Source: an optimization exercise on an open RTL-to-GDS flow (aim: small area, a short achievable clock period and few clock cycles). Production flows keep margins and buffers that such runs may drop.
Function was checked by simulation only, so behaviour that the tests miss may differ from the original.
Power figures rest on the tool's default switching activity, not on a simulated workload.

## flow/design.v (module list and top-level ports; edited modules follow where they fit)
// module fp_mult: 1239 lines
// module fa_cell: 6 lines
// module ha_cell: 6 lines
module fp_mult(A, B, clk, reset, C, done, flow);
  // ...
==> flow/run.sh <==
#!/bin/bash
# synth_recipe.tcl (not shown) runs the flow's synth.tcl, then flattens the netlist and writes it again
# the make line also repeats each setting of config.mk as NAME=value (left out here)
make -C /OpenROAD-flow-scripts/flow DESIGN_CONFIG=/design/flow/config.mk WORK_HOME=/design/flow/orfs CLKGATE_MAP_FILE= SYNTH_SCRIPT=/design/flow/synth_recipe.tcl finish
==> flow/config.mk <==
export PLATFORM = sky130hd
export DESIGN_NAME = fp_mult
export DESIGN_NICKNAME = fp_mult
export VERILOG_FILES = /design/flow/design.v
export SDC_FILE = /design/flow/constraint.sdc
export NUM_CORES = 4
export LEC_CHECK = 0
export ABC_AREA = 1
export CAP_MARGIN = 20
export CORE_MARGIN = 2
export CORE_UTILIZATION = 40
export SETUP_SLACK_MARGIN = 0.3
export SLEW_MARGIN = 20
export SYNTH_HIERARCHICAL = 1
==> flow/constraint.sdc <==
create_clock -name core_clock -period 5.0 [get_ports {clk}]
set_input_delay 1.0000 -clock core_clock [delete_from_list [all_inputs] [get_ports {clk}]]
set_output_delay 1.0000 -clock core_clock [all_outputs]
set_load 0.01 [all_outputs]
==> results.txt, run 1 <==
By area, the combinational part of the netlist is dominated by adder cells. Setup repair after global routing could not meet its margin everywhere. The tools report the number of sinks on the clock net as 91. The share of final layout cell area taken by clock buffers and inverters was 0.0126. The analysis attributes to cell leakage a power of 10.3 nW. The critical path's most frequent cell was sky130_fd_sc_hd__nand2_4.

The portion of the clock cycle consumed by the worst path in the final layout was 0.965; the footprint of the flip-flops and latches was 2730 um2. The number of instances resized during post-cts repair is 277, and the summed instance area of the synthesized netlist is 18600 um2. Total instance count after detailed placement: 2922. The global placer's final weighted congestion came out at 0.967.

The number of hold violations in the final report is 0. The run gives 0 ps as the total negative slack for setup checks. For the met3 layer usage reported by global route, the log shows 0.0287. Ranked by instance count, the synthesized netlist is headed by 337 x sky130_fd_sc_hd__nand2_1, 295 x sky130_fd_sc_hd__xor2_1, 263 x sky130_fd_sc_hd__o22ai_1. The tools report the total via count after detailed routing as 16444.

The flow ran to the end and the layout has no timing, DRC or antenna violations. The half-perimeter wire length after detailed placement came out at 48800 um. The fraction of layout cells with a size suffix above 1 is 0.259, and the portion of the post-synthesis area used by sequential elements is 0.147.

Summed over all nets, wire length on met3 after detailed routing comes to 3400 um. In this run the power spent charging and discharging nets is 9.30 mW. The clock passes through at most 2 buffers. The initial antenna violation count was 1; the proportion of power drawn by flip-flops and latches was 0.108.

After synthesis, the mean cell area works out to 8.69 um2. After clock tree synthesis, the clock-pin slew on the worst setup and hold paths is 70 ps.
Testbench counts, summed over its fixed seeds: cycles 2,400.
==> inputs of run 2 (changes only) <==
--- a/flow/config.mk
+++ b/flow/config.mk
@@ -8,7 +8,6 @@
 export ABC_AREA = 1
 export CAP_MARGIN = 20
 export CORE_MARGIN = 2
-export CORE_UTILIZATION = 40
-export SETUP_SLACK_MARGIN = 0.3
+export CORE_UTILIZATION = 60
 export SLEW_MARGIN = 20
 export SYNTH_HIERARCHICAL = 1
==> run 2 against run 1 <==
The layout now fails its checks (negative setup slack). Non-clock buffer count decreased by 4. Clock power grew 3%. Critical endpoint is now r_m[79]. Critical path type is now input port to register. Synthesized cell count unchanged. Cell count decreased by 7.1%. Setup slack lost 190 ps. Routed wire length decreased by 1.7%. Flip-flop and latch count unchanged. Cell area shrank 3.7%. Critical path depth decreased by 9.
==> results.txt, run 2 <==
The run gives 46900 um (-3.7%) as the half-perimeter wire length after detailed placement. The largest registers in the layout are r_m: 81 flops, r_esum: 9 flops, r_sign: 1 flops. After routing the design area is 22300 um2. The synthesized design contains 91 enable-type register cells.

The total instance count after detailed placement was 2709 (-7.3%); the die boundary height was 180 um. The final worst setup slack was -19.4 ps; the total congestion overflow after global routing was 0. For the area inside the core boundary, the log shows 30600 um2.

TritonCTS built the clock tree. The first global-routing pass estimated 90500 um of wire. For the initial antenna violation count, the log shows 0 (-1).

The number of vias per cell after detailed routing is 6.07, and the I/O pin count is 101. Number of buffers on the longest clock path: 2 (unchanged). The final-report max-slew violation count is 0. Dominant register cell in the synthesized netlist: sky130_fd_sc_hd__edfxtp_1. For the CTS buffer count, the log shows 9.

For the leakage power summed over all cells, the log shows 10.2 nW (-1.3%). The run gives 2140 as the number of standard cells after synthesis. Setup repair after global routing could not meet its margin everywhere. At the worst endpoint, the arrival time is 5130 ps. The total via count after detailed routing was 16847 (+2.5%).

The library cell used most frequently in the layout, excluding fill and tap cells, is sky130_fd_sc_hd__nand2_1. The detailed router finished its first iteration with 1816 violations. The starting density of the core was 0.608; the remaining number of nets flagged by the antenna check after routing was 0. The fraction of layout cells with a size suffix above 1 was 0.198 (-0.0612); the combinational fraction of design power was 0.853. In this run the horizontal extent of the chip is 180 um. Clock-pin transition on the worst setup and hold timing paths: 70 ps (about the same). The number of nets handed over by synthesis was 2580. The switching power of the nets was 9.43 mW (+1.3%); the cell depth of the worst min-delay path was 1. The worst slew margin relative to its limit was 0.429. The antenna cell count is 0.

Counting the fill cells in the layout gives 2328. The switching power share of the total was 0.522; the internal cell power was 8.64 mW. During synthesis, Yosys emitted a total of 7 warnings. In the final layout, the multi-input gates occupy 14800 um2.

STA classifies the critical path endpoint as a register. Entering global routing, the biggest net connects 68 pins. After detailed routing, the number of remaining DRC violations is 0. The cell type contributing the most total cell area after synthesis is sky130_fd_sc_hd__fa_1.

The reasons given for failing layout checks are negative setup slack. The placed instances occupy a cell area of 21200 um2. Sorting the synthesized cells by how often they occur yields 337 x sky130_fd_sc_hd__nand2_1, 295 x sky130_fd_sc_hd__xor2_1, 263 x sky130_fd_sc_hd__o22ai_1. r_m holds more flip-flops than any other register. Peak clock frequency supported by timing: 199 MHz. For this run, the detailed router's first-pass iteration total came to 6.

The area of the die came out at 32400 um2. The launch point of the worst path was B[15]. The number of buffer cells added on primary ports is 99.

Clock tree synthesis selected as its root buffer the cell sky130_fd_sc_hd__clkbuf_16. The slew at the pin closest to its max-slew limit is 856 ps. Buffers inserted to repair hold after CTS numbered 0. The routed design has 59900 um of wire. The total chip power is 18.1 mW.

The flow ran to the end, but the layout failed its checks. The tools report the maximum vdd ir drop as 0.549 mV. The worst slack on hold paths was 1230 ps; the total number of placement rows was 64. The distinct cell type count of the synthesized netlist was 50. For the utilization of the core after routing, the log shows 0.730. In this run, synthesis produced a sequential element count of 91.

Count of max-cap constraint violations: 0. The summed instance area of the synthesized netlist came out at 18600 um2 (unchanged). The path category of the worst min-delay check was input port to register. The critical path in this run is classified as input port to register. The proportion of power drawn by flip-flops and latches was 0.107 (about the same); the area growth from synthesis to final layout was 20.1%. Setup violations remaining at the end of the flow were counted as 7.

The tools report the element type at the critical path start as an input port. The tools report the global placer's final weighted congestion as 1.00 (+3.8%). For the via count of the first global-routing pass, the log shows 16496. The logs give 0.040 for the clock group share of total power and 3 for the H-tree level count. The post-route non-filler standard cell count is 2774.

Number of sinks on the clock net: 91 (unchanged). The library cells used most frequently in the layout, excluding fill and tap cells, are 328 x sky130_fd_sc_hd__nand2_1, 289 x sky130_fd_sc_hd__xor2_1, 245 x sky130_fd_sc_hd__o22ai_1, 245 x sky130_fd_sc_hd__buf_4, 239 x sky130_fd_sc_hd__fa_1. The final critical path time including I/O delays and setup works out to 5020 ps.

Yosys attributes the largest share of cell area to sky130_fd_sc_hd__fa_1 28%, sky130_fd_sc_hd__edfxtp_1 15%, sky130_fd_sc_hd__xor2_1 14%. For the portion of the post-synthesis area used by sequential elements, the log shows 0.147 (unchanged). Along the worst path, the maximum fanout reaches 5. The number of hold violations in the final report came out at 0 (unchanged). The top cell type's share of synthesized area was 0.276; the footprint of the flip-flops and latches was 2730 um2 (unchanged).

For this design the ratio of total power to cell area is 809 nW/um2. The global routing usage summed across all routing layers was 0.357; the portion of the clock cycle consumed by the worst path in the final layout was 1.00 (+0.0386). After detailed routing, the average wire length per cell comes to 21.6 um. The run gives 5110 ps as the data required time of the critical path. The endpoint of the most critical setup path is r_m[79]. The average size of a mapped cell is 8.69 um2 (unchanged), and the async set-reset flop share out of synthesis is 0. Most frequent cell after synthesis: sky130_fd_sc_hd__nand2_1.

The register with the most flip-flops in the layout has 81 of them. At the end of the flow, the number of nets in the layout was 2813.
-- run 2: cells by family (layout without fill, tap and decap cells) --
group | Yosys count | in the layout | synth area share
AOI/OAI and AO/OA | 422 | 422 | 0.137
xor gates and xnor gates | 299 | 299 | 0.141
adders and majority gates | 374 | 374 | 0.355
buffers and inverters | 372 | 608 | 0.0782
DFF | 91 | 91 | 0.147
muxes | 4 | 4 | 0.00215
other | 1 | 1 | 0.000202
and+or+nand+nor | 577 | 579 | 0.139
-- run 2: layer usage --
layer | wire [um] | up-vias | GRT usage
met3 | 5260 | 189 | 0.0558
met2 | 27900 | 965 | 0.575
met1 | 23700 | 8109 | 0.480
met4 | 2960 | 0 | 0.163
li1 | - | 7584 | -
met5 | 0 | - | 0
-- run 2: how the worst min path moves through the flow --
stage,from,endpoint,slack (ps)
after floorplan,reset,r_esum[0],1110
after global placement,reset,r_m[29],1630
after detailed placement,reset,r_m[27],1640
after CTS,reset,r_m[27],1260
after global routing,reset,r_m[27],1290
final,reset,r_m[27],1230
-- run 2: layout make-up --
cell class / instances / area share
multi-input cells: 1679 / 0.664
repair buffers: 371 / 0.140
flip-flops and latches: 91 / 0.122
inverters: 221 / 0.0376
well taps: 396 / 0.0222
clock buffers: 9 / 0.0101
clock inverters: 7 / 0.00370
-- run 2: critical path: stages --
cell and delay [ps]:
sky130_fd_sc_hd__clkdlybuf4s50_1 470, sky130_fd_sc_hd__buf_6 130, sky130_fd_sc_hd__inv_2 70, sky130_fd_sc_hd__o21ai_1 120, sky130_fd_sc_hd__nand2_1 130, sky130_fd_sc_hd__buf_4 170
sky130_fd_sc_hd__o22ai_2 160, sky130_fd_sc_hd__xor2_2 130, sky130_fd_sc_hd__fa_2 400, sky130_fd_sc_hd__fa_2 390, sky130_fd_sc_hd__fa_1 410, sky130_fd_sc_hd__fa_2 550
sky130_fd_sc_hd__fa_1 430, sky130_fd_sc_hd__ha_1 290, sky130_fd_sc_hd__ha_1 290
-- run 2: through the flow --
| step | setup TNS (ps) | setup WS (ps) |
|---|---|---|
| 6_report | -92.1 | -19.4 |
| 5_1_grt | -3700 | -178 |
| 4_1_cts | -1140 | -217 |
| 3_5_place_dp | -12900 | -500 |
| 3_3_place_gp | -9560 | -419 |
| 2_1_floorplan | 0 | 3.94 |
-- run 2: what timing repair did --
item / CTS / global route
pin swaps: 11 / 48
buffers inserted: 12 / 31
gates resized for setup: 70 / 164
cloned: 0 / 6
endpoints found under the setup margin: 38 / 53
-- run 2: Yosys stat by module (local to each module, per instance) --
module / flip-flops and latches / times used
fa_cell: 0 / 250
fp_mult: 91 / 1
ha_cell: 0 / 43
-- run 2: power by group through the flow --
stage | Clock, mW | Sequential [mW] | Combinational [mW]
2_1_floorplan | 0 | 1.89 | 9.89
3_3_place_gp | 0 | 1.93 | 13.7
3_5_place_dp | 0 | 1.95 | 14.3
4_1_cts | 0.728 | 1.94 | 14.4
5_1_grt | 0.757 | 1.97 | 17.0
6_report | 0.718 | 1.94 | 15.4
==> inputs of run 3 (changes only) <==
--- a/flow/config.mk
+++ b/flow/config.mk
@@ -8,6 +8,7 @@
 export ABC_AREA = 1
 export CAP_MARGIN = 20
 export CORE_MARGIN = 2
-export CORE_UTILIZATION = 60
+export CORE_UTILIZATION = 40
+export GPL_TIMING_DRIVEN = 0
 export SLEW_MARGIN = 20
 export SYNTH_HIERARCHICAL = 1
==> run 3 against run 2 <==
The layout still fails its checks (negative setup slack). Largest cell class unchanged. Area after synthesis unchanged. Via count increased by 0.46%. Non-clock buffer count decreased by 3. Setup slack got worse by 23 ps. Combinational power about the same. Largest power group unchanged. Maximum frequency decreased by 0.46%. Worst hold slack got worse by 200 ps. Critical path depth decreased by 2. Clock-buffer cell count increased by 1. First-iteration DRC count decreased by 6.1%. Sequential power about the same.
==> results.txt, run 3 <==
The flow ran to the end, but the layout failed its checks. The checks that failed: negative setup slack. The number of buffer cells added on primary ports is 99 (unchanged), and the final-report max-slew violation count is 0 (unchanged). The highest cell delay on the worst timing path was 530 ps (-20 ps).

The sum of buffers and inverters on the critical path was 4 (unchanged). The H-tree level count came out at 3 (unchanged). Path category of the worst min-delay check: input port to register. Yosys instantiated no cell more often than sky130_fd_sc_hd__nand2_1. In this run the most critical hold path is launched from reset.

TritonCTS built the clock tree. The worst slew margin relative to its limit came out at 0.350 (-0.0794). The I/O pin count was 101 (unchanged). The footprint of the flip-flops and latches is 2730 um2 (unchanged), and the number of sinks on the clock net is 91 (unchanged). The critical path goes through clkdlybuf4s50_1, clkbuf_8, clkinvlp_4, o21ai_0, nand2_1, buf_4, o22ai_1, xor2_1, fa_1, fa_1, fa_2, fa_1, fa_1. For this run, the leading register cell type out of synthesis is sky130_fd_sc_hd__edfxtp_1. The logs give 2580 (unchanged) for the synthesized net count and 18600 um2 (unchanged) for the summed instance area of the synthesized netlist. The fraction of layout cells with a size suffix above 1 works out to 0.213 (+0.0152). The average size of a mapped cell works out to 8.69 um2 (unchanged).

Setup repair after global routing could not meet its margin everywhere. The pre-CTS setup slack is -1540 ps (-1040 ps), and the die boundary height is 220 um (+22%). For the maximum vdd ir drop, the log shows 0.621 mV (+13%).

For the number of hold violations in the final report, the log shows 0 (unchanged). The worst hold path terminates at r_m[2]. The run gives 9 (unchanged) as the CTS buffer count. Root cell of the clock tree: sky130_fd_sc_hd__clkbuf_16. The number of synthesized register bits was 91 (unchanged). The element type at the critical path start is an input port. The data required time of the critical path was 5110 ps (about the same); the cell depth of the worst min-delay path was 1 (unchanged). The critical path's most frequent cell is sky130_fd_sc_hd__fa_1.

Initial detailed-routing violation count: 1706 (-6.1%). For the worst slack on hold paths, the log shows 1030 ps (-204 ps). The remaining number of nets flagged by the antenna check after routing was 0 (unchanged). The global-route wire length before repair was 105000 um (+16%). The die span in x is 220 um (+22%), and the leakage power summed over all cells is 10.1 nW (-0.84%).

The total wire length after detailed routing was 70500 um (+18%); the slew at the pin closest to its max-slew limit was 975 ps (+119 ps). In the final layout, the registers with the most flip-flops are r_m: 81 flops, r_esum: 9 flops, r_sign: 1 flops. The area growth from synthesis to final layout is 22.0%, and the detail-routed net length per standard cell is 23.7 um (+9.6%).

For the area of the die, the log shows 48200 um2 (+49%). The run gives 0 (unchanged) as the DRC violation count after routing. The fill cell instance count of the final layout was 4381 (+88%). The distinct cell type count of the synthesized netlist is 50 (unchanged). The library cell used most frequently in the layout, excluding fill and tap cells, is sky130_fd_sc_hd__nand2_1. The logs give 5150 ps (+20 ps) for the critical path arrival and 62 (-8.8%) for the maximum number of pins on one net before global-route repair. The total chip power was 18.3 mW (+1.3%).

Top cell type's share of synthesized area: 0.276 (unchanged). By count the netlist is led by 337 x sky130_fd_sc_hd__nand2_1, 295 x sky130_fd_sc_hd__xor2_1, 263 x sky130_fd_sc_hd__o22ai_1. The library cells used most frequently in the layout, excluding fill and tap cells, are 320 x sky130_fd_sc_hd__nand2_1, 282 x sky130_fd_sc_hd__xor2_1, 231 x sky130_fd_sc_hd__o22ai_1. The setup path with the least slack is of type input port to register. The run gives 2140 (unchanged) as the number of standard cells after synthesis. For the total number of placement rows, the log shows 79 (+23%).

Count of max-cap constraint violations: 0 (unchanged). The run gives 16924 (+0.46%) as the total via count after detailed routing. The highest net fanout along the worst path was 10 (+5).

For the post-cts hold buffer count, the log shows 0 (unchanged). The final critical path time including I/O delays and setup is 5040 ps (+23.0 ps). The async set-reset flop share out of synthesis was 0 (unchanged).

The register with the most flip-flops in the final layout is r_m. The antenna cell count was 0 (unchanged); the global placer's final weighted congestion was 1.06 (+5.5%). The first-pass detailed-route iteration total is 6 (unchanged), and the area of combinational cells with multiple inputs is 15100 um2 (+1.7%). The tools report the starting density of the core as 0.402 (-0.206). The portion of the clock cycle consumed by the worst path in the final layout was 1.01 (+0.00461); the placed cell area was 20400 um2 (-3.9%). Peak clock frequency supported by timing: 198 MHz (-0.46%).

The worst setup path is captured at a register. The initial antenna violation count was 1 (+1); the number of flip-flops in the largest register was 81 (unchanged). Final worst setup slack: -42.5 ps (-23.0 ps). The via count of the first global-routing pass is 17086 (+3.6%), and the clock-pin transition on the worst setup and hold timing paths is 80 ps (about the same). The total congestion overflow after global routing was 0 (unchanged); the setup-violating endpoint count in the final report was 2 (-5). Cell area power density: 806 nW/um2 (-0.37%). The biggest area contributor in the post-synthesis netlist is sky130_fd_sc_hd__fa_1. The number of flops mapped to enable cells by yosys was 91 (unchanged).

The logs give 0.147 (unchanged) for the portion of the post-synthesis area used by sequential elements and 2 (unchanged) for the number of buffers on the longest clock path. The post-route standard cell area excluding fillers was 22700 um2 (+1.6%). For the half-perimeter wire length after detailed placement, the log shows 56000 um (+19%). The number of vias per cell after detailed routing came out at 5.68 (-6.5%). By area the synthesized netlist is led by sky130_fd_sc_hd__fa_1 28%, sky130_fd_sc_hd__edfxtp_1 15%, sky130_fd_sc_hd__xor2_1 14%. The area inside the core boundary is 46300 um2 (+51%). The cell family contributing the most delay on the critical path is adder cells.

The cell with the largest stage delay on the worst path was sky130_fd_sc_hd__clkdlybuf4s50_1. For the global routing usage summed across all routing layers, the log shows 0.293 (-0.0641). Number of nets in the finished design: 2808 (-0.18%).

The run gives 7 (unchanged) as the count of warnings emitted by yosys.
## run 3: worst max path at each step
stage / cells past startpoint / to / from / slack [ps]
5_1_grt: 13 / r_m[11] / B[21] / -120
4_1_cts: 21 / flow[0] / r_m[4] / -120
3_5_place_dp: 14 / r_m[4] / B[3] / -1540
6_report: 13 / r_m[11] / B[21] / -40
2_1_floorplan: 14 / r_m[81] / B[5] / 4
3_3_place_gp: 14 / r_m[4] / B[3] / -1590
## run 3: metrics by stage
step | std cells | setup TNS (ps) | utilization
after global placement | 2846 | -51780 | 0.440
after floorplan | 2140 | 0 | -
after detailed placement | 2847 | -53410 | 0.441
final | 2980 | -49.2 | 0.490
after CTS | 2949 | -238 | 0.478
after global routing | 2980 | -225 | 0.490
## run 3: repair_timing
item,4_1_cts,5_1_grt
endpoints found under the setup margin,85,62
buffers inserted,86,34
cloned,3,1
pin swaps,44,55
resized for setup,354,192
## run 3: cell type report
type,instances,area share
clock inverters,6,0.00314
clock buffers,10,0.0101
plain buffers,144,0.0485
well taps,607,0.0335
repair buffers,224,0.0813
inverters,221,0.0387
multi-input cells,1677,0.664
flip-flops and latches,91,0.120
## run 3: routing by layer
metal	GRT usage	vias to the layer above	wire length, um
met5	0	-	0
met4	0.151	0	4290
met3	0.0399	224	4770
met2	0.480	827	32400
met1	0.380	8278	29100
li1	-	7595	-
## run 3: power breakdown
group / switching (mW) / internal, mW
combinational: 9.24 / 6.43
clock: 0.324 / 0.392
sequential: 0.142 / 1.77
total: 9.71 / 8.59
## run 3: modules after synthesis (local to each module, per instance)
module / cells inside / flip-flops and latches / times used
fp_mult: 1847 / 91 / 1
fa_cell: 1 / 0 / 250
ha_cell: 1 / 0 / 43
## run 3: cell families (layout without fill, tap and decap cells)
logic type                 Yosys count  in the layout  share of synthesized area
AOI/OAI and AO/OA                  422            422                      0.137
xor gates and xnor gates           299            299                      0.141
adders and majority gates          374            374                      0.355
buffers and inverters              372            605                     0.0782
DFF                                 91             91                      0.147
muxes                                4              4                    0.00215
other                                1              1                   0.000202
and+or+nand+nor                    577            577                      0.139
==> inputs of run 4 (changes only) <==
==> flow/flow/run.sh (new file) <==
#!/bin/bash
set -o pipefail
export BUFFER_PORTS_ARGS="-buffer_cell sky130_fd_sc_hd__buf_4"
bash standard.sh > standard.log 2>&1
==> flow/standard.sh (new file) <==
#!/bin/bash
# synth_recipe.tcl (not shown) runs the flow's synth.tcl, then flattens the netlist and writes it again
# the make line also repeats each setting of config.mk as NAME=value (left out here)
make -C /OpenROAD-flow-scripts/flow DESIGN_CONFIG=/design/flow/config.mk WORK_HOME=/design/flow/orfs CLKGATE_MAP_FILE= SYNTH_SCRIPT=/design/flow/synth_recipe.tcl "${@:-finish}"
--- a/flow/config.mk
+++ b/flow/config.mk
@@ -9,6 +9,5 @@
 export CAP_MARGIN = 20
 export CORE_MARGIN = 2
 export CORE_UTILIZATION = 40
-export GPL_TIMING_DRIVEN = 0
 export SLEW_MARGIN = 20
 export SYNTH_HIERARCHICAL = 1
removed: flow/run.sh
==> run 4 against run 3 <==
Now clean on timing, DRC and antenna. Sequential power hardly changed. Sequential share of layout area is 0.61 points higher. Cell area is 4.9% lower. Power is 1.8% lower. Clock-buffer cell count stayed put. Worst hold slack worse by 120 ps. Via count is 4.7% lower. Maximum frequency is 2.9% higher. Non-clock buffer count is 94 lower. Cell count is 3.1% lower. Clock power is 3% lower. Largest cell class unchanged.
==> results.txt, run 4 <==
The number of buffer cells added on primary ports works out to 99 (unchanged). For the global-route wire length before repair, the log shows 95900 um (-8.5%). The total congestion overflow after global routing came out at 0 (unchanged).

By count the netlist is led by 337 x sky130_fd_sc_hd__nand2_1, 295 x sky130_fd_sc_hd__xor2_1, 263 x sky130_fd_sc_hd__o22ai_1. The portion of the clock cycle consumed by the worst path in the final layout works out to 0.981 (-0.0280). The initial antenna violation count is 0 (-1). For the data required time of the critical path, the log shows 4000 ps (-1110 ps).

TritonCTS built the clock tree. The fraction of layout cells with a size suffix above 1 was 0.175 (-0.0382). The path category of the worst min-delay check is input port to register.

The summed instance area of the synthesized netlist was 18600 um2 (unchanged); the worst slack on hold paths was 909 ps (-117 ps). Met3 layer usage reported by global route: 0.0373 (-0.00262). The initial detailed-routing violation count was 1476 (-13%); the area growth from synthesis to final layout was 16.1%. The clock-pin transition on the worst setup and hold timing paths works out to 70 ps (about the same). The tools report the root cell of the clock tree as sky130_fd_sc_hd__clkbuf_16.

The number of synthesized register bits was 91 (unchanged). The maximum number of pins on one net before global-route repair is 60 (-3.2%). Setup repair after global routing could not meet its margin everywhere. The die boundary height works out to 220 um (unchanged).

The logs give 0 (unchanged) for the antenna cell count and 18.0 mW (-1.8%) for the total chip power. Peak clock frequency supported by timing: 204 MHz (+2.9%). Detail-routed net length per standard cell: 21.7 um (-8.5%). The number of vias per cell after detailed routing came out at 5.58 (-1.7%). The tools report the total wire length after detailed routing as 62600 um (-11%). The total via count after detailed routing is 16122 (-4.7%), and the worst slew margin relative to its limit is 0.237 (-0.113).

The number of flip-flops in the largest register was 81 (unchanged); the highest net fanout along the worst path was 8 (-2). For the first-pass detailed-route iteration total, the log shows 5 (-1). For the met1 capacity usage during global routing, the log shows 0.367 (-0.0133).

The starting density of the core was 0.402 (unchanged); the distinct cell type count of the synthesized netlist was 50 (unchanged). The area of the die was 48200 um2 (unchanged). The tools report the number of hold violations in the final report as 0 (unchanged). The remaining number of nets flagged by the antenna check after routing was 0 (unchanged). The slew at the pin closest to its max-slew limit came out at 1140 ps (+169 ps). By instance count, the leading cell after synthesis is sky130_fd_sc_hd__nand2_1. For the maximum vdd ir drop, the log shows 0.848 mV (+36%). The I/O pin count is 101 (unchanged), and the die span in x is 220 um (unchanged). The leakage power summed over all cells is 9.75 nW (-3.7%), and the global routing usage summed across all routing layers is 0.261 (-0.0319). STA classifies the critical path startpoint as a register.

The number of flops mapped to enable cells by yosys was 91 (unchanged); the DRC violation count after routing was 0 (unchanged). The area inside the core boundary was 46300 um2 (unchanged); the number of nets in the finished design was 2715 (-3.3%). The fill cell instance count of the final layout came out at 4485 (+2.4%). The category of the most critical setup path is register to output pin. The run gives 0 (unchanged) as the final-report max-slew violation count.

The number of standard cells after synthesis is 2140 (unchanged). In the synthesized netlist the dominant register cell turns out to be sky130_fd_sc_hd__edfxtp_1. The average size of a mapped cell is 8.69 um2 (unchanged), and the post-cts hold buffer count is 0 (unchanged).

The type of destination of the critical path was an output pin. For the portion of the post-synthesis area used by sequential elements, the log shows 0.147 (unchanged). The largest registers in the layout are r_m: 81 flops, r_esum: 9 flops, r_sign: 1 flops. The tools report the count of max-cap constraint violations as 0 (unchanged). The run gives 0.985 (-7.0%) as the global placer's final weighted congestion.

In the layout the commonest cells are 324 x sky130_fd_sc_hd__nand2_1, 294 x sky130_fd_sc_hd__xor2_1, 263 x sky130_fd_sc_hd__o22ai_1. The library cell used most frequently in the layout, excluding fill and tap cells, is sky130_fd_sc_hd__nand2_1. The count of warnings emitted by yosys came out at 7 (unchanged). The run gives 0.421 (-0.0595) as the met2 layer usage reported by global route. The total number of placement rows is 79 (unchanged). The run gives 0.467 (-0.0238) as the utilization of the core after routing.

The async set-reset flop share out of synthesis is 0 (unchanged). The busiest layer in global routing was met2. The synthesized net count is 2580 (unchanged), and the CTS buffer count is 9 (unchanged). After synthesis, the cell types taking the most area are sky130_fd_sc_hd__fa_1 28%, sky130_fd_sc_hd__edfxtp_1 15%, sky130_fd_sc_hd__xor2_1 14%. For the critical path arrival, the log shows 3900 ps (-1250 ps). The logs give 2 (unchanged) for the number of buffers on the longest clock path and 3 (unchanged) for the H-tree level count. The final critical path time including I/O delays and setup works out to 4900 ps (-140 ps). Most flop-heavy register: r_m. The run finished with no timing, DRC or antenna violations. Number of sinks on the clock net: 91 (unchanged).

The cell area power density works out to 832 nW/um2 (+3.2%). The run gives 50800 um (-9.2%) as the half-perimeter wire length after detailed placement. The biggest area contributor in the post-synthesis netlist is sky130_fd_sc_hd__fa_1. The top cell type's share of synthesized area is 0.276 (unchanged), and the via count of the first global-routing pass is 16120 (-5.7%).

The setup-violating endpoint count in the final report is 0 (-2).
==> run 4: changes by cell type in the layout (fill, tap and decap cells not counted), moves of 28 or more <==
cell                              change
sky130_fd_sc_hd__buf_4              +113
sky130_fd_sc_hd__clkbuf_2            -40
sky130_fd_sc_hd__clkdlybuf4s50_1     -38
sky130_fd_sc_hd__buf_2               -35
sky130_fd_sc_hd__o22ai_1             +32
sky130_fd_sc_hd__o22ai_2             -28
==> run 4: final cells by class <==
class / instances / area (um2) / area share
well taps: 607 / 759 / 0.0352
clock buffers: 10 / 229 / 0.0106
multi-input cells: 1678 / 14600 / 0.678
inverters: 221 / 840 / 0.0389
flip-flops and latches: 91 / 2730 / 0.127
clock inverters: 6 / 63.8 / 0.00296
repair buffers: 274 / 2330 / 0.108
==> run 4: logic make-up after synthesis <==
| kind of cell | share of synthesized area |
|---|---|
| DFF | 0.147 |
| xor gates and xnor gates | 0.141 |
| AOI/OAI and AO/OA | 0.137 |
| and+or+nand+nor | 0.139 |
| other | 0.000202 |
| adders and majority gates | 0.355 |
| buffers and inverters | 0.0782 |
| muxes | 0.00215 |
==> run 4: per-stage QoR <==
stage,TNS (ps),std cells,setup WS [ps],area [um2]
2_1_floorplan,0,2140,3.94,18600
6_report,0,2887,97.4,21600
3_5_place_dp,-672,2849,-180,20800
3_3_place_gp,-594,2849,-200,20800
4_1_cts,0,2871,14.1,21200
5_1_grt,-1390,2887,-69.5,21600
==> run 4: path summary, 6_finish.rpt <==
kind,start,to,depth (start not counted)
worst min-delay path,B[23],r_esum[0],2
worst max-delay path,r_m[4],C[31],23
==> run 4: layer usage <==
metal / vias to the layer above / share of wire / wire length (um)
met5: - / 0 / 0
met2: 657 / 0.46 / 28600
met1: 7978 / 0.45 / 27800
met4: 0 / 0.032 / 1970
met3: 103 / 0.065 / 4100
li1: 7384 / - / -
==> run 4: timing repair <==
| item | in CTS | in global routing |
|---|---|---|
| resized for setup | 12 | 57 |
| gates cloned | 0 | 5 |
| endpoints found under the setup margin | 33 | 33 |
| setup buffers | 6 | 12 |
| pin swaps | 4 | 17 |
==> run 4: Yosys stat by module (local to each module, per instance) <==
module,area [um2],times used,flops+latches,cells
fp_mult,13100,1,91,1847
fa_cell,20.0,250,0,1
ha_cell,12.5,43,0,1
==> run 4: critical path, cell delays in order (launching register included) <==
cell                        delay (ps)
sky130_fd_sc_hd__edfxtp_1          510
sky130_fd_sc_hd__fa_1              560
sky130_fd_sc_hd__ha_2              180
sky130_fd_sc_hd__inv_2              40
sky130_fd_sc_hd__fa_2              380
sky130_fd_sc_hd__inv_2              60
sky130_fd_sc_hd__nand3_2            60
sky130_fd_sc_hd__nand2_2           110
sky130_fd_sc_hd__nand2_2            70
sky130_fd_sc_hd__nand2_4           130
sky130_fd_sc_hd__nand2_4            80
sky130_fd_sc_hd__nand2_8           100
sky130_fd_sc_hd__nand2_8            70
sky130_fd_sc_hd__nand2_4            90
sky130_fd_sc_hd__nand2_4            70
sky130_fd_sc_hd__nand2_8           100
sky130_fd_sc_hd__nand2_8            70
sky130_fd_sc_hd__nand3_4            90
sky130_fd_sc_hd__nand2_4            60
sky130_fd_sc_hd__inv_2              70
sky130_fd_sc_hd__nand4_4           140
sky130_fd_sc_hd__clkbuf_16         240
sky130_fd_sc_hd__a21oi_2           120
sky130_fd_sc_hd__buf_4             130
==> run 4: report_power, final <==
| group | switching [mW] | internal, mW |
|---|---|---|
| Sequential | 0.163 | 1.77 |
| Combinational | 8.96 | 6.38 |
| Clock | 0.309 | 0.389 |
==> inputs of run 5 (changes only) <==
==> flow/run.sh (new file) <==
#!/bin/bash
# synth_recipe.tcl (not shown) runs the flow's synth.tcl, then flattens the netlist and writes it again
# the make line also repeats each setting of config.mk as NAME=value (left out here)
make -C /OpenROAD-flow-scripts/flow DESIGN_CONFIG=/design/flow/config.mk WORK_HOME=/design/flow/orfs CLKGATE_MAP_FILE= SYNTH_SCRIPT=/design/flow/synth_recipe.tcl finish
removed: flow/flow/run.sh
removed: flow/standard.sh
==> run 5 against run 4 <==
Maximum frequency increased by 0.44%. Via count increased by 2.6%. Critical path type is now input port to register. First-iteration DRC count decreased by 10%. Combinational power about the same. Synthesized cell count unchanged. Largest power group unchanged. Sequential power about the same. Core utilization increased by 2.2 points.
==> results.txt, run 5 <==
The run finished with no timing, DRC or antenna violations. Counting instances in the post-synthesis netlist gives the leading cell types as 337 x sky130_fd_sc_hd__nand2_1, 295 x sky130_fd_sc_hd__xor2_1, 263 x sky130_fd_sc_hd__o22ai_1. The critical path's most frequent cell was sky130_fd_sc_hd__fa_1.

The total chip power is 17.6 mW (-2.3%). Remaining number of nets flagged by the antenna check after routing: 0 (unchanged). The signal on the critical path passes through clkdlybuf4s50_1, inv_1, buf_4, o22ai_1, xor2_1, fa_1, fa_2, fa_1, fa_1, ha_1, ha_1.

STA classifies the critical path startpoint as an input port. Portion of the post-synthesis area used by sequential elements: 0.147 (unchanged). The critical path arrival is 5010 ps (+1110 ps). The total via count after detailed routing was 16547 (+2.6%); the final-report max-slew violation count was 0 (unchanged). Tracing the worst setup path back leads to its startpoint at A[17]. The initial detailed-routing violation count came out at 1324 (-10%).

The H-tree level count was 3 (unchanged). The number of flops mapped to enable cells by yosys was 91 (unchanged); the internal cell power was 8.37 mW (-1.9%). The worst setup path is captured at a register. The tools report the total congestion overflow after global routing as 0 (unchanged). Setup repair after global routing could not meet its margin everywhere. The register with the most flip-flops in the final layout is r_m. The placed cell area is 21800 um2 (+4.9%), and the detail-routed net length per standard cell is 21.1 um (-2.8%). The die span in x works out to 220 um (unchanged). The final critical path time including I/O delays and setup is 4880 ps (-21.3 ps), and the number of synthesized register bits is 91 (unchanged). The tools report the maximum vdd ir drop as 0.844 mV (-0.38%).

TritonCTS built the clock tree. The category of the most critical setup path was input port to register. The number of flip-flops in the largest register is 81 (unchanged). The area of the die was 48200 um2 (unchanged); the global-route wire length before repair was 97600 um (+1.8%). The run gives 0.853 (about the same) as the combinational fraction of design power.

The highest net fanout along the worst path was 9 (+1); the setup-violating endpoint count in the final report was 0 (unchanged). Yosys instantiated no cell more often than sky130_fd_sc_hd__nand2_1. The count of max-cap constraint violations is 0 (unchanged).

The tools report the number of nets in the finished design as 2823 (+4.0%). Most common library cell in the layout ignoring fill and taps: sky130_fd_sc_hd__nand2_1. The run gives 2995 (+3.7%) as the post-route non-filler standard cell count. From synthesis to final layout, the design area changed by 21.7%. Utilization of the core after routing: 0.489 (+0.0223). Global placer's final weighted congestion: 0.981 (-0.38%).

The portion of the clock cycle consumed by the worst path in the final layout was 0.976 (-0.00427); the post-route standard cell area excluding fillers was 22600 um2 (+4.8%). The largest total area in the synthesized netlist belongs to sky130_fd_sc_hd__fa_1. The slew at the pin closest to its max-slew limit works out to 792 ps (-352 ps). The global routing usage summed across all routing layers came out at 0.267 (+0.00543). The number of vias per cell after detailed routing came out at 5.52 (-1.1%). Ranked by total cell area, the synthesized netlist is headed by sky130_fd_sc_hd__fa_1 28%, sky130_fd_sc_hd__edfxtp_1 15%, sky130_fd_sc_hd__xor2_1 14%. The average size of a mapped cell is 8.69 um2 (unchanged), and the maximum number of pins on one net before global-route repair is 55 (-8.3%).

Total negative slack for setup checks: 0 ps (unchanged). For the worst slew margin relative to its limit, the log shows 0.472 (+0.235). The run gives 2140 (unchanged) as the number of standard cells after synthesis.

The clock-pin transition on the worst setup and hold timing paths was 70 ps (about the same). The distinct cell type count of the synthesized netlist came out at 50 (unchanged). The proportion of power drawn by flip-flops and latches is 0.110 (+0.002), and the switching power of the nets is 9.19 mW (-2.6%). The number of buffers on the longest clock path came out at 2 (unchanged). Via count of the first global-routing pass: 16596 (+3.0%). The number of buffer cells added on primary ports was 99 (unchanged); the CTS buffer count was 9 (unchanged). The logs give 7 (unchanged) for the count of warnings emitted by yosys and 10.3 nW (+5.6%) for the leakage power summed over all cells. The area inside the core boundary came out at 46300 um2 (unchanged). In this run the clock root is driven by a sky130_fd_sc_hd__clkbuf_16. The tools report the initial antenna violation count as 2 (+2). The logs give 2949 (+3.5%) for the total instance count after detailed placement and 7 (+2) for the first-pass detailed-route iteration total. The async set-reset flop share out of synthesis was 0 (unchanged). Among all flip-flop cells after synthesis, the most frequent one is sky130_fd_sc_hd__edfxtp_1. The run gives 0 (unchanged) as the number of hold violations in the final report. The I/O pin count is 101 (unchanged).

The total wire length after detailed routing is 63100 um (+0.85%). Source of the worst hold timing path: reset. The data required time of the critical path was 5130 ps (+1130 ps). The starting density of the core was 0.402 (unchanged). The antenna cell count is 0 (unchanged).

The tightest min-delay check is of the input port to register type. The half-perimeter wire length after detailed placement is 51200 um (+0.77%). The die boundary height was 220 um (unchanged); the summed instance area of the synthesized netlist was 18600 um2 (unchanged). The top cell types in the final layout, fill and taps aside, are 323 x sky130_fd_sc_hd__nand2_1, 289 x sky130_fd_sc_hd__xor2_1, 258 x sky130_fd_sc_hd__buf_4. The slowest stage of the critical path is the sky130_fd_sc_hd__fa_2 cell. The highest cell delay on the worst timing path is 640 ps (+80 ps). Clock group share of total power: 0.037 (-0.002).

The total number of placement rows is 79 (unchanged). The largest registers in the layout are r_m: 81 flops, r_esum: 9 flops, r_sign: 1 flops. The peak clock frequency supported by timing was 205 MHz (+0.44%); the fraction of layout cells with a size suffix above 1 was 0.206 (+0.0306). The synthesized net count is 2580 (unchanged), and the number of sinks on the clock net is 91 (unchanged). The cell depth of the worst min-delay path is 1 (-1). The DRC violation count after routing is 0 (unchanged), and the switching power share of the total is 0.523 (-0.00185).

The top cell type's share of synthesized area came out at 0.276 (unchanged). Cell area power density: 776 nW/um2 (-6.7%).
[run 5: power by group through the flow]
stage          combinational, mW  sequential (mW)  clock [mW]
3_5_place_dp                14.5             1.95           0
3_3_place_gp                14.2             1.94           0
5_1_grt                     17.0             1.97       0.699
4_1_cts                     14.8             1.93       0.678
6_report                    15.0             1.92       0.650
2_1_floorplan               9.89             1.89           0
[run 5: worst paths after layout]
| check | to | slack (ps) |
|---|---|---|
| max | r_m[81] | 120 |
| min | r_m[75] | 1230 |
[run 5: repair_timing]
action / in CTS / in global routing
pin swaps: 20 / 55
endpoints found under the setup margin: 51 / 64
gates resized for setup: 91 / 150
setup buffers: 19 / 11
hold buffers: 0 / 0
[run 5: critical path, delay by kind of cell]
| kind | cells | cell delay (ps) |
|---|---|---|
| AOI/OAI and AO/OA | 1 | 200 |
| adders and majority gates | 6 | 2610 |
| buffers and inverters | 3 | 980 |
| xor gates and xnor gates | 1 | 210 |
[run 5: cells by family (layout without fill, tap and decap cells)]
kind of cell | count (synthesis) | after routing | share of synthesized area
and+or+nand+nor | 577 | 577 | 0.139
AOI/OAI and AO/OA | 422 | 422 | 0.137
adders and majority gates | 374 | 374 | 0.355
buffers and inverters | 372 | 620 | 0.0782
xor gates and xnor gates | 299 | 299 | 0.141
DFF | 91 | 91 | 0.147
muxes | 4 | 4 | 0.00215
other | 1 | 1 | 0.000202
[run 5: layer usage]
metal	global-route usage	vias to the layer above	share of wire
met5	0	-	0.00021
met4	0.126	2	0.049
met3	0.0407	141	0.072
met2	0.421	706	0.45
met1	0.360	8081	0.43
li1	-	7617	-
[run 5: layout make-up]
type                       count  area [um2]
timing repair buffer         383        3240
clock inverter                 6        41.3
tap                          607         759
fill                        4476       23600
clock buffer                  10         229
multi-input combinational   1677       14800
sequential                    91        2730
inverter                     221         841
[run 5: stage by stage]
step | hold WS (ps) | worst slack [ps]
2_1_floorplan | 1110 | 3.94
3_3_place_gp | 1630 | -590
3_5_place_dp | 1640 | -563
4_1_cts | 1240 | -28.4
5_1_grt | 1240 | -81.7
6_report | 1230 | 119
[run 5: Yosys stat by module, one instance, submodules excluded]
module / times used / area [um2] / flops+latches
fp_mult: 1 / 13100 / 91
fa_cell: 250 / 20.0 / 0
ha_cell: 43 / 12.5 / 0

## separate check: timing with driven ports
How much do the figures lean on ideal ports? The routed layouts below were timed once more, with nothing changed but the port constraints.
Step 1 (the two cells are an assumption about what drives the block):
set clk [get_ports {clk}]
set_driving_cell -lib_cell sky130_fd_sc_hd__clkbuf_16 $clk
set_driving_cell -lib_cell sky130_fd_sc_hd__buf_2 [delete_from_list [all_inputs] $clk]
Step 2 times the ports against the registers' clock, not the clock port: input delays grow and output delays shrink by t, the midpoint of the rising clock arrivals with the driver on.
Three values: ideal, step 1, step 2; two values: the first two.
run | t (ns) | setup WS [ns] | worst setup path after step 2
run 1 | 0.430 | 0.174 / 0.119 / -0.066 | input to register
run 2 | 0.413 | -0.019 / -0.069 / -0.404 | input to register
run 3 | 0.433 | -0.042 / -0.015 / -0.448 | input to register
run 4 | 0.421 | 0.097 / 0.041 / -0.240 | input to register
run 5 | 0.422 | 0.119 / 0.076 / -0.288 | input to register
Met with ideal ports but missed after step 2: setup timing in run 1, run 4 and run 5. The setup slack of run 5, which loses most, moves by -0.043 ns with the drivers and by -0.407 ns with both steps.
